What follows belongs to an exercise in optimizing a design on an open flow for small area; a production flow would make more cautious choices.
Where RTL was checked, it was by simulation tests only, not by an equivalence proof against the original.
The flow treats the clock pin as an ideal source, which a real chip does not have.
Power is estimated from default activity; no workload was simulated.

==> flow/design.v <==
`timescale 1ns/10ps
module dsel(s, m, d);
input [6:0] s;
input [6:0] m;
output d;
assign d = |(s & m);
endmodule
module vsel(up, down, hold, below, above, self, d);
input up, down, hold, below, above, self;
output d;
assign d = (up & below) | (down & above) | (hold & self);
endmodule
`timescale 1ns/10ps
module path(clk, rst_n, data1_i, data2_i, valid1_i, valid2_i, data_o, req_o, gnt_i, stop1_o, stop2_o, valid_o);
input clk;
input rst_n;
input [7:0] data1_i;
input [7:0] data2_i;
input valid1_i;
input valid2_i;
input gnt_i;
output req_o;
output stop1_o;
output stop2_o;
output reg [7:0] data_o;
output reg valid_o;
reg [2:0] j;         
reg [3:0] count;     
reg sel;             
reg [7:0] mem0, mem1, mem2, mem3, mem4;
wire n1 = j[0] & !j[1];
wire n2 = j[1] & !j[2];
wire n3 = j[2] & j[0];
wire n4 = j[1] & !j[0];
wire n5 = j[2] & !j[1];
wire nz      = j[0] | j[2];
wire full    = n5;
wire read    = nz && gnt_i;
wire blocked = full && !gnt_i;
wire vsel    = sel ? valid2_i : valid1_i;
wire accept  = vsel && !blocked;
wire bypass  = !nz && gnt_i && (valid1_i || valid2_i);
wire write   = accept && !bypass;
wire [7:0] din = sel ? data2_i : data1_i;
assign stop1_o = blocked || sel;
assign stop2_o = blocked || !sel;
assign req_o   = nz || bypass;
wire go = bypass || read;
wire [6:0] dsel_s = {read & n5, read & n4, read & n3, read & n2, read & n1,
                     bypass & accept, !go};
wire [7:0] data_d;
genvar b;
generate
	for (b = 0; b < 8; b = b + 1) begin : bit_
		dsel u_dsel (.s(dsel_s),
		             .m({mem4[b], mem3[b], mem2[b], mem1[b], mem0[b], din[b], data_o[b]}),
		             .d(data_d[b]));
	end
endgenerate
wire up = write & !read;
wire down = read & !write;
wire hold = !(up | down);
wire [2:0] j_up = {j[1:0], !j[2]};
wire [2:0] j_down = {!j[0], j[2:1]};
wire [2:0] j_d;
generate
	for (b = 0; b < 3; b = b + 1) begin : jbit_
		vsel u_vsel (.up(up), .down(down), .hold(hold), .below(j_up[b]),
		             .above(j_down[b]), .self(j[b]), .d(j_d[b]));
	end
endgenerate
wire a0 = accept & count[0];
always @(posedge clk) begin
	if (write) begin
		mem0 <= din;
		mem1 <= mem0;
		mem2 <= mem1;
		mem3 <= mem2;
		mem4 <= mem3;
	end
end
always @(posedge clk, negedge rst_n) begin
	if (!rst_n) begin
		j <= 3'd0;
		count <= 4'd0;
		sel <= 1'b0;
		data_o <= 8'd0;
		valid_o <= 1'b0;
	end else begin
		j <= j_d;
		count[0] <= count[0] ^ accept;
		count[1] <= count[1] ^ (a0 & !count[3]);
		count[2] <= count[2] ^ (a0 & count[1]);
		count[3] <= count[3] ^ (a0 & ((count[1] & count[2]) | count[3]));
		sel <= sel ^ (a0 & count[3]);
		valid_o <= go;
		data_o <= data_d;
	end
end
endmodule
clock: 5.0 ns
lec_check: 0
cap_margin: 20
core_margin: 2
core_utilization: 40
slew_margin: 20
synth_hierarchical: 1
standard.sh (not shown) runs the stock make flow with config.mk's settings and CLKGATE_MAP_FILE= SYNTH_SCRIPT=/design/flow/synth_recipe.tcl, a recipe that flattens the netlist after the stock synthesis.
==> flow/flow/run.sh <==
#!/bin/bash
# The standard ORFS layout (standard.sh), with changes to what it inserts:
#  - port buffers are the smallest buffer cell (buf_1) instead of clkdlybuf4s50_1;
#  - clock tree synthesis uses clkbuf_4 buffers and inserts no dummy loads;
#    after CTS, flow/shrink.tcl shrinks clock buffers that can be smaller
#    while every flip-flop clock pin stays well under the slew limit;
#  - buffers that synthesis (ABC) inserted are removed at floorplan; the
#    resizer's repair_design puts back what slew and capacitance need;
#  - before CTS, flow/recover.tcl downsizes gates with timing slack to spare
#    and repairs slew and capacitance again.
# The full make output goes to standard.log in this folder; ORFS's per-step
# logs stay under orfs/logs/.
set -euo pipefail
export BUFFER_PORTS_ARGS="-buffer_cell sky130_fd_sc_hd__buf_1"
export CTS_ARGS="-sink_clustering_enable -repair_clock_nets -dont_use_dummy_load -buf_list sky130_fd_sc_hd__clkbuf_4"
export REMOVE_ABC_BUFFERS=1
export PRE_CTS_TCL="$PWD/flow/recover.tcl"
export POST_CTS_TCL="$PWD/flow/shrink.tcl"
export CLK_SHRINK_CELLS="sky130_fd_sc_hd__clkbuf_1 sky130_fd_sc_hd__clkbuf_2"
export CLK_SHRINK_SLEW_PS=105
bash standard.sh > standard.log 2>&1
Other scripts of this flow, unchanged in this note and not shown: flow/flow/recover.tcl, flow/flow/shrink.tcl
Change:
--- a/flow/design.v
+++ b/flow/design.v
@@ -1,12 +1,21 @@
 `timescale 1ns/10ps
 module dsel(s, m, d);
 input [6:0] s;
 input [6:0] m;
 output d;
-assign d = |(s & m);
+wire lo_n, hi_n;
+aoi3 u_lo (.s(s[2:0]), .m(m[2:0]), .y_n(lo_n));
+aoi3 u_hi (.s(s[5:3]), .m(m[5:3]), .y_n(hi_n));
+assign d = !(lo_n & hi_n) | (s[6] & m[6]);
+endmodule
+module aoi3(s, m, y_n);
+input [2:0] s;
+input [2:0] m;
+output y_n;
+assign y_n = !(|(s & m));
 endmodule
 module vsel(up, down, hold, below, above, self, d);
 input up, down, hold, below, above, self;
 output d;
 assign d = (up & below) | (down & above) | (hold & self);
 endmodule
@@ -37,31 +46,31 @@
 wire full    = n5;
 wire read    = nz && gnt_i;
 wire blocked = full && !gnt_i;
 wire vsel    = sel ? valid2_i : valid1_i;
 wire accept  = vsel && !blocked;
 wire bypass  = !nz && gnt_i && (valid1_i || valid2_i);
-wire write   = accept && !bypass;
+wire write   = vsel && (nz ? !blocked : !gnt_i);
 wire [7:0] din = sel ? data2_i : data1_i;
 assign stop1_o = blocked || sel;
 assign stop2_o = blocked || !sel;
-assign req_o   = nz || bypass;
-wire go = bypass || read;
-wire [6:0] dsel_s = {read & n5, read & n4, read & n3, read & n2, read & n1,
-                     bypass & accept, !go};
+assign req_o   = nz || (gnt_i && (valid1_i || valid2_i));
+wire go = gnt_i && (nz || valid1_i || valid2_i);
+wire [6:0] dsel_s = {gnt_i & n5, gnt_i & n4, gnt_i & n3, gnt_i & n2, gnt_i & n1,
+                     gnt_i & !nz & vsel, !go};
 wire [7:0] data_d;
 genvar b;
 generate
 	for (b = 0; b < 8; b = b + 1) begin : bit_
 		dsel u_dsel (.s(dsel_s),
 		             .m({mem4[b], mem3[b], mem2[b], mem1[b], mem0[b], din[b], data_o[b]}),
 		             .d(data_d[b]));
 	end
 endgenerate
-wire up = write & !read;
-wire down = read & !write;
+wire up = vsel & !gnt_i & !full;
+wire down = nz & gnt_i & !vsel;
 wire hold = !(up | down);
 wire [2:0] j_up = {j[1:0], !j[2]};
 wire [2:0] j_down = {!j[0], j[2:1]};
 wire [2:0] j_d;
 generate
 	for (b = 0; b < 3; b = b + 1) begin : jbit_
Outcome: Die area shrinks by about 1.3%; cell area went down by 1.3%; synthesized area decreases by about 1.4%; first-iteration DRC count goes up by 45%; core utilization shrinks by 0.31 points; setup slack is better by 0.31 ns; clock skew goes up by 0.021 ns; clock-buffer cell count does not change; via count came out lower by about 2.3%; total power went down by 0.69%; wire length went down by about 3%.

---

== main ==
Another version of the RTL of path (not shown whole).
Size: about 180 cells after synthesis, roughly 33 I/O pins, about 0.0025 mm2 of cells after synthesis.
==> module path, before the edit <==
module path(clk, rst_n, data1_i, data2_i, valid1_i, valid2_i, data_o, req_o, gnt_i, stop1_o, stop2_o, valid_o);
input clk;
input rst_n;
input [7:0] data1_i;
input [7:0] data2_i;
input valid1_i;
input valid2_i;
input gnt_i;
output req_o;
output stop1_o;
output stop2_o;
output reg [7:0] data_o;
output reg valid_o;
reg [2:0] n;         
reg [3:0] count;     
reg sel;             
reg [7:0] mem0, mem1, mem2, mem3, mem4;
wire empty   = (n == 3'd0);
wire full    = (n == 3'd5);
wire read    = !empty && gnt_i;
wire blocked = full && !gnt_i;
wire vsel    = sel ? valid2_i : valid1_i;
wire accept  = vsel && !blocked;
wire bypass  = empty && gnt_i && (valid1_i || valid2_i);
wire write   = accept && !bypass;
wire [7:0] din = sel ? data2_i : data1_i;
assign stop1_o = blocked || sel;
assign stop2_o = blocked || !sel;
assign req_o   = !empty || bypass;
wire r1 = (n == 3'd1);
wire r2 = (n == 3'd2);
wire r3 = (n == 3'd3);
wire r4 = (n == 3'd4);
wire [7:0] oldest = ({8{r1}} & mem0) | ({8{r2}} & mem1) | ({8{r3}} & mem2)
                  | ({8{r4}} & mem3) | ({8{full}} & mem4);
always @(posedge clk) begin
	if (write) begin
		mem0 <= din;
		mem1 <= mem0;
		mem2 <= mem1;
		mem3 <= mem2;
		mem4 <= mem3;
	end
end
always @(posedge clk, negedge rst_n) begin
	if (!rst_n) begin
		n <= 3'd0;
		count <= 4'd0;
		sel <= 1'b0;
		data_o <= 8'd0;
		valid_o <= 1'b0;
	end else begin
		if (write && !read)
			n <= n + 3'd1;
		else if (read && !write)
			n <= n - 3'd1;
		if (accept) begin
			if (count == 4'd9) begin
				count <= 4'd0;
				sel <= !sel;
			end else
				count <= count + 4'd1;
		end
		valid_o <= bypass || read;
		if (bypass)
			data_o <= accept ? din : 8'd0;
		else if (read)
			data_o <= oldest;
	end
end
endmodule
Settings: LEC_CHECK=0, CAP_MARGIN=20, CORE_MARGIN=2, CORE_UTILIZATION=40, SLEW_MARGIN=20; clock period 5.0 ns.
run.sh (not shown) runs the stock make flow with config.mk's settings and CLKGATE_MAP_FILE= SYNTH_SCRIPT=/design/flow/synth_recipe.tcl, a recipe that flattens the netlist after the stock synthesis.
Stock flow here: none of the scripts above is used.
Inputs modified between main and the feature branch:
==> flow/design.v <==
`timescale 1ns/10ps
module path(clk, rst_n, data1_i, data2_i, valid1_i, valid2_i, data_o, req_o, gnt_i, stop1_o, stop2_o, valid_o);
input clk;
input rst_n;
input [7:0] data1_i;
input [7:0] data2_i;
input valid1_i;
input valid2_i;
input gnt_i;
output req_o;
output stop1_o;
output stop2_o;
output reg [7:0] data_o;
output reg valid_o;
reg [4:0] v;         
reg [3:0] count;     
reg sel;             
reg [7:0] mem0, mem1, mem2, mem3, mem4;
wire empty   = !v[0];
wire full    = v[4];
wire read    = v[0] && gnt_i;
wire blocked = full && !gnt_i;
wire vsel    = sel ? valid2_i : valid1_i;
wire accept  = vsel && !blocked;
wire bypass  = empty && gnt_i && (valid1_i || valid2_i);
wire write   = accept && !bypass;
wire [7:0] din = sel ? data2_i : data1_i;
assign stop1_o = blocked || sel;
assign stop2_o = blocked || !sel;
assign req_o   = v[0] || bypass;
wire [7:0] oldest = ({8{v[0] & !v[1]}} & mem0) | ({8{v[1] & !v[2]}} & mem1)
                  | ({8{v[2] & !v[3]}} & mem2) | ({8{v[3] & !v[4]}} & mem3)
                  | ({8{v[4]}} & mem4);
always @(posedge clk) begin
	if (write) begin
		mem0 <= din;
		mem1 <= mem0;
		mem2 <= mem1;
		mem3 <= mem2;
		mem4 <= mem3;
	end
end
always @(posedge clk, negedge rst_n) begin
	if (!rst_n) begin
		v <= 5'd0;
		count <= 4'd0;
		sel <= 1'b0;
		data_o <= 8'd0;
		valid_o <= 1'b0;
	end else begin
		if (write && !read)
			v <= {v[3:0], 1'b1};
		else if (read && !write)
			v <= {1'b0, v[4:1]};
		if (accept) begin
			if (count == 4'd9) begin
				count <= 4'd0;
				sel <= !sel;
			end else
				count <= count + 4'd1;
		end
		valid_o <= bypass || read;
		if (bypass)
			data_o <= accept ? din : 8'd0;
		else if (read)
			data_o <= oldest;
	end
end
endmodule
## What came out
Relative to main, cell area after synthesis has gone down in the feature branch. The feature branch ends up with a number of nets at the end of the flow that is 24 lower than in main. Higher combinational share of power among main and the feature branch: main. Between main and the feature branch, the count of inverters other than clock inverters in the layout is higher for main. Compared with main, the feature branch shows maximum frequency that has gone up by a few percent. Delta (the feature branch minus main): final area -4.2%, post-synthesis compound-gate area fraction -1.2 points, logic depth of the worst register-to-register path -2.
No functional check of the RTL was part of the feature branch.

port drivers added, routing unchanged:
In the flow no input, the clock included, has a driving cell. The finished layouts below were timed again as built, in two steps.
Step 1 sets driving cells, clkbuf_16 on the clock port and buf_2 on the other inputs (assumed; they add their load-dependent delay and slew).
Step 2 moves the port delays by t, midway between the first and last clock arrival at a register: inputs arrive t later, outputs are due t later. That takes back most of the time a late clock gives input paths.
a / b / c = ideal ports / drivers / drivers and shift; a / b = the first two.
| run | t (ns) | setup slack, ns | cell pins on the clock port's net |
|---|---|---|---|
| the first run of note 1 | 0.622 | 1.875 / 1.855 / 1.801 | 1 |
| the second run of note 1 | 0.611 | 2.184 / 2.155 / 2.155 | 1 |
| main | 0.360 | 1.410 / 1.389 / 1.389 | 1 |
| the feature branch | 0.356 | 1.527 / 1.506 / 1.506 | 1 |
After both steps setup and hold are still met in every run listed. For the first run of note 1, which loses most, drivers alone change the setup slack by -0.020 ns; drivers and shift together by -0.074 ns.
